This is an optimization exercise on Yosys and OpenROAD, whose aim is small area and a short achievable clock period, not a production implementation.
In this exercise RTL edits were held to simulation tests only and were not proved equivalent to the original.
Power and IR drop assume default switching activity.

==> wip/maple <==
Design alu_operations_five, start of the top module:
module alu_operations_five (
    input  clk,
    input  rst_n,
    input  load,
    input  signed [31:0]  ID_EX_A,
    input  signed [31:0]  ID_EX_B,
    input  signed [5:0]   opcode,
    output reg signed [31:0] ALU_result
);
==> flow/config.mk <==
export PLATFORM = sky130hd
export DESIGN_NAME = alu_operations_five
export DESIGN_NICKNAME = alu_operations_five
export VERILOG_FILES = /design/flow/design.v
export SDC_FILE = /design/flow/constraint.sdc
export NUM_CORES = 4
export LEC_CHECK = 0
export CAP_MARGIN = 20
export CORE_MARGIN = 2
export CORE_UTILIZATION = 40
export CTS_BUF_LIST = sky130_fd_sc_hd__clkbuf_4 sky130_fd_sc_hd__clkbuf_8
export SETUP_SLACK_MARGIN = 4.1
export SLEW_MARGIN = 20
export SYNTH_HIERARCHICAL = 1
==> flow/constraint.sdc <==
create_clock -name core_clock -period 8.5 [get_ports {clk}]
set_input_delay 1.7000 -clock core_clock [delete_from_list [all_inputs] [get_ports {clk}]]
set_output_delay 1.7000 -clock core_clock [all_outputs]
set_load 0.01 [all_outputs]
standard.sh (not shown) runs the stock make flow with config.mk's settings and CLKGATE_MAP_FILE= SYNTH_SCRIPT=/design/flow/synth_recipe.tcl, a recipe that flattens the netlist after the stock synthesis.
==> flow/flow/run.sh <==
#!/bin/bash
set -euo pipefail
bash standard.sh BUFFER_PORTS_ARGS="-buffer_cell sky130_fd_sc_hd__buf_1" finish > standard.log 2>&1
==> inputs of wip/delta, as changes to wip/maple <==
Settings changed: SETUP_SLACK_MARGIN 4.1 to 4.25.
==> run notes <==
Antenna diode instance count: wip/delta 0; wip/maple 2
Worst path most repeated cell: wip/delta fa_1; wip/maple fa_2
Combinational cell power: wip/delta 3.41 mW; wip/maple 3.31 mW
DRT met1 WL: wip/delta 24,140 um; wip/maple 23,040 um
Clock period minus final worst setup slack: wip/delta 4.332 ns; wip/maple 4.396 ns
Layout cell share with drive strength beyond 1: wip/delta 16.23%; wip/maple 12.86%
Wirelength per Cell: wip/delta 28.35 um; wip/maple 25.92 um
Leakage: wip/delta 9.486 nW; wip/maple 9.150 nW
Arrival time reported for the critical path endpoint: wip/delta 4.61 ns; wip/maple 4.66 ns
Worst slack on hold paths: wip/delta 0.5090 ns; wip/maple 0.5104 ns
DRT Pass-1 Iters: wip/delta 7; wip/maple 9
Placer Congestion: wip/delta 0.8836; wip/maple 0.9237
Share of total power in combinational logic: wip/delta 65.9%; wip/maple 67.1%
Global router's overall resource usage: wip/delta 28.17%; wip/maple 25.77%
Worst clock skew: wip/delta 0.01581 ns; wip/maple 0.02251 ns
Antenna violations before repair: wip/delta 0; wip/maple 2
Max Fclk: wip/delta 230.8 MHz; wip/maple 227.5 MHz
Routed vias/inst: wip/delta 6.450; wip/maple 6.175
Fraction of standard cell area that is sequential: wip/delta 20.94%; wip/maple 21.93%
Global-route wire length before repair: wip/delta 91,450 um; wip/maple 84,570 um
Combined area of the multi-input logic cells: wip/delta 13,430 um^2; wip/maple 13,060 um^2
Final-stage net count: wip/delta 1,988; wip/maple 1,947
Hold path start: wip/delta ALU_result[22]$_DFFE_PN0P_; wip/maple ALU_result[16]$_DFFE_PN0P_
HPWL Detailed: wip/delta 37,020 um; wip/maple 37,730 um
Status: wip/delta complete, no violations; wip/maple complete, no violations
Sequential power share: wip/delta 21.5%; wip/maple 22.6%

* * *

==> build 68: inputs <==
Another version of the RTL of alu_operations_five (not shown whole).
==> flow/config.mk <==
export PLATFORM = sky130hd
export DESIGN_NAME = alu_operations_five
export DESIGN_NICKNAME = alu_operations_five
export VERILOG_FILES = /design/flow/design.v
export SDC_FILE = /design/flow/constraint.sdc
export NUM_CORES = 4
export LEC_CHECK = 0
export CAP_MARGIN = 20
export CORE_MARGIN = 2
export CORE_UTILIZATION = 40
export CTS_BUF_LIST = sky130_fd_sc_hd__clkbuf_4 sky130_fd_sc_hd__clkbuf_8
export SETUP_SLACK_MARGIN = 4.0
export SLEW_MARGIN = 20
export SYNTH_HIERARCHICAL = 1
==> flow/constraint.sdc <==
create_clock -name core_clock -period 8.5 [get_ports {clk}]
set_input_delay 1.7000 -clock core_clock [delete_from_list [all_inputs] [get_ports {clk}]]
set_output_delay 1.7000 -clock core_clock [all_outputs]
set_load 0.01 [all_outputs]
Scripts as last shown in full above: flow/flow/run.sh
==> build 41: changes against build 68 <==
- GPL_ROUTABILITY_DRIVEN: default -> 0
- SETUP_SLACK_MARGIN: 4.0 -> 4.1
==> trial 38: changes against build 68 <==
- SETUP_SLACK_MARGIN: 4.0 -> 4.1
==> qor summary <==
| quantity | trial 38 | build 41 | build 68 |
|---|---|---|---|
| Number of cells upsized or downsized after cts | 76 | 76 | 58 |
| Net switching power of the design | 2.24 mW | 2.24 mW | 2.21 mW |
| Outcome | timing/DRC/antenna clean | timing/DRC/antenna clean | timing/DRC/antenna clean |
| Area grow syn2layout | 15.1% | 15.1% | 14.2% |
| Met1 track demand over resource | 35.7% | 35.7% | 34.4% |
| LEAKAGE | 9.15 nW | 9.15 nW | 9.15 nW |
| Placer's final routability congestion estimate | 0.913 | - | 0.886 |
| Unrepaired setup endpoints after global routing | false | false | true |
| Total routing resource utilization after global routing | 26.2% | 26.2% | 25.7% |
| Crit path max fanout | 12 | 12 | 37 |
| Vias per cell | 6.30 | 6.30 | 6.21 |
| Routed length on met3 | 5670 um | 5670 um | 5200 um |
| Worst setup path start | ID_EX_B[7] | ID_EX_B[7] | opcode[0] |
| Comb power frac | 65.8% | 65.8% | 65.3% |

* * *

==> 12-13: inputs <==
Another version of the RTL of alu_operations_five (not shown whole).
export LEC_CHECK = 0
export CAP_MARGIN = 20
export CORE_MARGIN = 2
export CORE_UTILIZATION = 40
export SETUP_SLACK_MARGIN = 3.7
export SLEW_MARGIN = 20
export SYNTH_HIERARCHICAL = 1
create_clock -name core_clock -period 8.5 [get_ports {clk}]
run.sh (not shown) runs the stock make flow with config.mk's settings and CLKGATE_MAP_FILE= SYNTH_SCRIPT=/design/flow/synth_recipe.tcl, a recipe that flattens the netlist after the stock synthesis.
Stock flow here: none of the scripts above is used.
==> 08-27: changes against 12-13 <==
- CORE_UTILIZATION: 40 -> 55
==> 07-22: changes against 12-13 <==
- SETUP_SLACK_MARGIN: 3.7 -> 4.1
==> 05-26: changes against 12-13 <==
- SETUP_SLACK_MARGIN: 3.7 -> 3.2
==> results.sh <==
export IMPL_status="timing/DRC/antenna clean"
export IMPL_insertion_delay_ps=460
export IMPL_firstDrtPassIters=5
export IMPL_min_to="ALU_result[15]$_DFFE_PN0P_"
export IMPL_met1_usage_pct=49.4
export IMPL_path_depth=9
export IMPL_grtUsageMet2_pct=52.8
export IMPL_nFillCells=2292
export IMPL_dr_wl_met3_mm=4.62
export IMPL_multi_input_comb_cells=1240
export IMPL_seq_area_share_pct=22.2
export IMPL_initial_core_util_pct=56.1
export IMPL_multi_input_area_um2=12800
Source of the figures above: 08-27

==> results.sh <==
export IMPL_avgRoutedWirePerCell_um=28.4
export IMPL_path_depth=10
export IMPL_met1_usage_pct=39.9
export IMPL_cp_top_family="adder cells"
export IMPL_multi_input_area_um2=13700
export IMPL_seq_area_share_pct=19.9
export IMPL_grtUsageMet2_pct=45.5
export IMPL_firstDrtPassIters=6
export IMPL_status="timing/DRC/antenna clean"
export IMPL_multi_input_comb_cells=1254
export IMPL_insertion_delay_ps=470
export IMPL_min_to="ALU_result[22]$_DFFE_PN0P_"
export IMPL_nFillCells=3504
Source of the figures above: 07-22

==> results.sh <==
export IMPL_path_depth=9
export IMPL_firstDrtPassIters=5
export IMPL_seq_area_share_pct=21.8
export IMPL_ir_drop_uv=218
export IMPL_multi_input_comb_cells=1241
export IMPL_cp_top_family="adder cells"
export IMPL_nFillCells=3612
export IMPL_p_clk_mw=0.811
export IMPL_nWellTaps=532
export IMPL_insertion_delay_ps=470
export IMPL_status="timing/DRC/antenna clean"
export IMPL_met1_usage_pct=34.1
Source of the figures above: 12-13

==> results.sh <==
export IMPL_status="timing/DRC/antenna clean"
export IMPL_met1_usage_pct=34.7
export IMPL_seq_area_share_pct=23.0
export IMPL_dpl_cell_area_um2=18700
export IMPL_min_to="ALU_result[15]$_DFFE_PN0P_"
export IMPL_path_depth=9
export IMPL_insertion_delay_ps=480
export IMPL_multi_input_area_um2=12300
export IMPL_nFillCells=3709
export IMPL_clock_buffers=22
export IMPL_min_period_ps=5240
export IMPL_dr_wl_met3_mm=3.51
export IMPL_yosysSeqAreaShare_pct=26.9
export IMPL_clk_share_pct=3.04
export IMPL_rr_worst_depth=15
export IMPL_synthSimpleGateAreaFrac_pct=4.50
export IMPL_firstDrtPassIters=5
Source of the figures above: 05-26


* * *

==> run M: inputs <==
Another version of the RTL of alu_operations_five (not shown whole).
clock: 8.5 ns
lec_check: 0
cap_margin: 20
core_margin: 2
core_utilization: 40
setup_slack_margin: 2.0
slew_margin: 20
synth_hierarchical: 1
==> run A: changes against run M <==
--- a/flow/config.mk
+++ b/flow/config.mk
@@ -10,3 +10,2 @@
 export CORE_UTILIZATION = 40
-export SETUP_SLACK_MARGIN = 2.0
 export SLEW_MARGIN = 20
==> out/metrics.yaml <==
outcome:
  outcome: "timing/DRC/antenna clean"
sta:
  achievable-frequency_mhz: 156
cts:
  clock_latency_ns: 0.38
global_route:
  globalRouteMet1Util_pct: 36.9
  global_route_wire_length_before_repair_mm: 79.1
worst_setup_path:
  timing.critical_path.from: "ID_EX_B[1]"
hold_path:
  min_from: "ALU_result[21]"
final_layout:
  sh_seq_area_pct: 16.2
  layout.nets: 1875
The numbers above come from run M.

==> out/metrics.yaml <==
global_route:
  global_route_wire_length_before_repair_mm: 77.6
  globalRouteMet1Util_pct: 36.2
hold_path:
  min_from: "ALU_result[20]"
outcome:
  outcome: "timing/DRC/antenna clean"
cts:
  clock_latency_ns: 0.37
final_layout:
  layout.nets: 1876
sta:
  achievable-frequency_mhz: 143
route:
  top_layer_used: "met4"
power_and_ir_drop:
  sequentialPowerShare_pct: 20.9
The numbers above come from run A.


* * *

==> 07-01: inputs <==
Another version of the RTL of alu_operations_five (not shown whole).
Settings: LEC_CHECK=0, CAP_MARGIN=20, CORE_MARGIN=2, CORE_UTILIZATION=40, CTS_BUF_LIST=sky130_fd_sc_hd__clkbuf_4 sky130_fd_sc_hd__clkbuf_8, SETUP_SLACK_MARGIN=3.7, SLEW_MARGIN=20, SYNTH_HIERARCHICAL=1; clock period 8.5 ns.
standard.sh (not shown) runs the stock make flow with config.mk's settings and CLKGATE_MAP_FILE= SYNTH_SCRIPT=/design/flow/synth_recipe.tcl, a recipe that flattens the netlist after the stock synthesis.
Scripts as last shown in full above: flow/flow/run.sh
==> 11-27 (differences from 07-01) <==
Settings changed: SETUP_SLACK_MARGIN 3.7 to 3.4.
==> comparison <==
- Sequential power is about the same in 07-01 and 11-27.
- Between 07-01 and 11-27, the lower core utilization is in 11-27 (gap 1.7 points).
- In 11-27 the final cell count is smaller than in 07-01, by about 1.7%.
- Critical path depth is the same in 07-01 and 11-27.
- 11-27 passed the timing, design-rule and antenna checks. 07-01 passed the timing, design-rule and antenna checks.
- In 07-01 the total power is larger than in 11-27, by 0.76%.
- Register-to-register slack: 11-27 is higher than 07-01 (0.40 ns).
- Area after synthesis is the same in 11-27 and 07-01.
- Of 11-27 and 07-01, 07-01 has the higher first-iteration DRC count (gap 1.3%, measured against 07-01).
- Between 11-27 and 07-01, the lower maximum frequency is in 11-27 (gap about 6%, measured against 07-01).
- Clock power: 07-01 is smaller than 11-27 (about 1%).

[separate check: timing with driven ports]
No port has a modelled driver above. Below, the same layouts with a new extraction and two added sets of constraints.
Step 1: set_driving_cell puts a clkbuf_16 on clk and a buf_2 on each other input, an assumption about the parent block.
Step 2 also shifts input and output timing later by t, the mid clock arrival at the registers, as if the neighbouring blocks saw the same clock.
Three values: no drivers, after step 1, after step 2; two values: the first two.
| run | t (ns) | setup slack, ns | hold slack, ns | worst slew at a driven data input, ns |
|---|---|---|---|---|
| wip/maple | 0.558 | 4.104 / 4.117 / 3.559 | 0.510 / 0.510 / 0.510 | 0.08 |
| wip/delta | 0.568 | 4.168 / 4.056 / 3.489 | 0.509 / 0.509 / 0.509 | 0.22 |
| build 68 | 0.558 | 4.039 / 4.036 / 3.478 | 0.507 / 0.507 / 0.507 | 0.06 |
| build 41 | 0.557 | 4.118 / 4.092 / 3.534 | 0.508 / 0.508 / 0.508 | 0.09 |
| trial 38 | 0.557 | 4.118 / 4.092 / 3.534 | 0.508 / 0.508 / 0.508 | 0.09 |
| 12-13 | 0.523 | 3.718 / 3.725 / 3.202 | 0.507 / 0.507 / 0.507 | 0.06 |
| 08-27 | 0.510 | 3.688 / 3.719 / 3.210 | 0.509 / 0.509 / 0.509 | 0.07 |
| 07-22 | 0.515 | 4.001 / 3.784 / 3.269 | 0.505 / 0.505 / 0.505 | 0.29 |
| 05-26 | 0.522 | 3.265 / 3.269 / 2.747 | 0.507 / 0.507 / 0.507 | 0.06 |
| run M | 0.421 | 2.090 / 2.089 / 1.667 | 0.512 / 0.512 / 0.512 | 0.06 |
| run A | 0.408 | 1.493 / 1.504 / 1.096 | 0.511 / 0.511 / 0.511 | 0.05 |
| 07-01 | 0.560 | 3.719 / 3.696 / 3.136 | 0.509 / 0.509 / 0.509 | 0.10 |
| 11-27 | 0.534 | 3.429 / 3.424 / 2.890 | 0.512 / 0.512 / 0.512 | 0.08 |
After both steps every run listed still meets setup and hold. For 07-22, which loses most, drivers alone change the setup slack by -0.217 ns; drivers and shift together by -0.732 ns.
